Source: an optimization exercise on an open RTL-to-GDS flow (aim: small area and a short achievable clock period). Production flows keep margins and buffers that such runs may drop. RTL that was checked went through simulation tests only; none was proved equivalent to the original.

v29:
Design lowp5, start of the top module:
module lowp5(signal_in, signal_out, time_constant, clock_in, reset, enable);
Size: ~1,500 cells after synthesis, roughly 110 flip-flops, about 64 I/O pins.
Settings: LEC_CHECK=0, CAP_MARGIN=20, CORE_MARGIN=2, CORE_UTILIZATION=40, SLEW_MARGIN=20, SYNTH_HIERARCHICAL=1; clock period 15.0 ns.
standard.sh (not shown) runs the stock make flow with config.mk's settings and CLKGATE_MAP_FILE= SYNTH_SCRIPT=/design/flow/synth_recipe.tcl, a recipe that flattens the netlist after the stock synthesis.
==> flow/flow/run.sh <==
#!/bin/bash
set -euo pipefail
MARGIN=$(cat flow/margin.txt 2>/dev/null || echo 5)
bash standard.sh \
  "BUFFER_PORTS_ARGS=-buffer_cell sky130_fd_sc_hd__buf_2" \
  "SETUP_SLACK_MARGIN=$MARGIN" \
  finish > flow_make.log 2>&1
==> flow/flow/margin.txt <==
9
Input changes introduced in v15 (baseline for comparison: v29):
==> flow/flow/margin.txt <==
7
Results
- Taking v29 as the reference, in v15 final non-filler cell total saw a decrease, number of antenna violations at the first check in global routing went up 1, post-route clock period utilization has increased, worst clock skew rose 0.0042 ns, largest net degree at the start of global routing went up by about 18%.
- Delta (v15 minus v29): maximum clock frequency fell 4.4%; growth of design area from synthesis to finish decreased 10 points; total detailed-routing wirelength now sits lower; area of combinational cells with multiple inputs fell by 1000 um2.
- v29 leaves more setup margin than v15.
No functional check of the RTL was part of any run of this note.

== build 29 ==
lowp5, a different RTL version from the one above (not shown whole).
Size in the first run: roughly 1400 cells after synthesis, ~64 I/O pins.
## lowp5
module lowp5(signal_in, signal_out, time_constant, clock_in, reset, enable);
Settings: LEC_CHECK=0, CAP_MARGIN=20, CORE_MARGIN=2, CORE_UTILIZATION=60, CTS_BUF_LIST=sky130_fd_sc_hd__clkbuf_4 sky130_fd_sc_hd__clkbuf_8, SLEW_MARGIN=20, SYNTH_HIERARCHICAL=1; clock period 15.0 ns.
==> flow/flow/margin.txt <==
7
Scripts as last shown in full above: flow/flow/run.sh
Inputs modified between build 29 and build 61:
==> flow/flow/margin.txt <==
7.5
==> comparison <==
- Timing endpoint of the critical path: y1[22]$_DFFE_PP_ -> build 29, y1[14]$_DFFE_PP_ -> build 61
- Summary: wire length, build 61 worse than build 29
- [compare] base=build 29 new=build 61: count of non-CTS buffers in the layout went up; via total after detailed routing went up; sequential share of layout area went down; total number of clock tree sinks did not really move.
## Diff of input files: build 73 against build 61
- CTS_BUF_LIST no longer set, was sky130_fd_sc_hd__clkbuf_4 sky130_fd_sc_hd__clkbuf_8
- CORE_UTILIZATION now 40, was 60
==> flow/flow/margin.txt <==
7
## What came out
- Build 73 vs. build 61: first-pass GRT wire length rose about 1.2%, wire length on met2 fell 4.7%, register-to-register setup slack fell 0.23 ns.
Input-level comparison between build 39 and build 73:
- changing CORE_UTILIZATION from 40 to 70
- setting CTS_BUF_LIST to sky130_fd_sc_hd__clkbuf_4 sky130_fd_sc_hd__clkbuf_8 for the first time
## What came out
The via count number comes out lower for build 39 vs build 73.
Build 39: final worst slack is 0.10 ns lower than what build 73 reported.
Number of well taps down about 45% in build 39 wrt build 73
Build 73 has lower highest cell delay on the worst timing path than build 39.
[build 39] cell count fell about 16% relative to build 73
Compared with build 73, build 39 shows a higher first-iteration DRC count.
Build 39: routability-driven placement congestion ratio is about 1.4% higher than what build 73 reported.
Between build 39 and build 73, it is build 39 whose number of clock buffer instances in the layout is lower, by 1.
### build 39 -> build 47
- CORE_UTILIZATION: 70 -> 60
- ABC_AREA: unset -> 1
==> summary.txt <==
- Relative to build 39, mean instance size in the synthesized netlist has decreased by 43% in build 47.
- Area of the core of build 47 exceeds that of build 39 by more than a quarter.
- [diff] setup slack after layout, build 47 relative to build 39: improvement
- Looking at global routing usage on met3, build 47 sits 3.4 points lower than build 39 does.

-- separate check: timing with driven ports --
How much do the figures lean on ideal ports? The routed layouts below were timed once more, with nothing changed but the port constraints.
Step 1 sets driving cells, clkbuf_16 on the clock port and buf_2 on the other inputs (assumed; they add their load-dependent delay and slew).
Step 2 also shifts input and output timing later by t, the mid clock arrival at the registers, as if the neighbouring blocks saw the same clock.
Slacks: ideal / step 1 / step 2; pairs: ideal / step 1.
run | t (ns) | slack for setup (ns) | worst register clock-pin slew, ns
v29 | 0.516 | 7.549 / 7.549 / 7.411 | 0.07 / 0.07
v15 | 0.505 | 7.209 / 7.209 / 7.114 | 0.07 / 0.07
build 29 | 0.555 | 7.215 / 7.215 / 6.972 | 0.09 / 0.09
build 61 | 0.544 | 7.498 / 7.498 / 6.996 | 0.10 / 0.10
build 73 | 0.511 | 7.271 / 7.271 / 6.956 | 0.06 / 0.06
build 39 | 0.496 | 7.171 / 7.171 / 7.060 | 0.10 / 0.10
build 47 | 0.515 | 7.443 / 7.443 / 7.443 | 0.10 / 0.10
After both steps setup and hold are still met in every run listed. For build 61, which loses most, drivers alone change the setup slack by 0.000 ns; drivers and shift together by -0.502 ns.
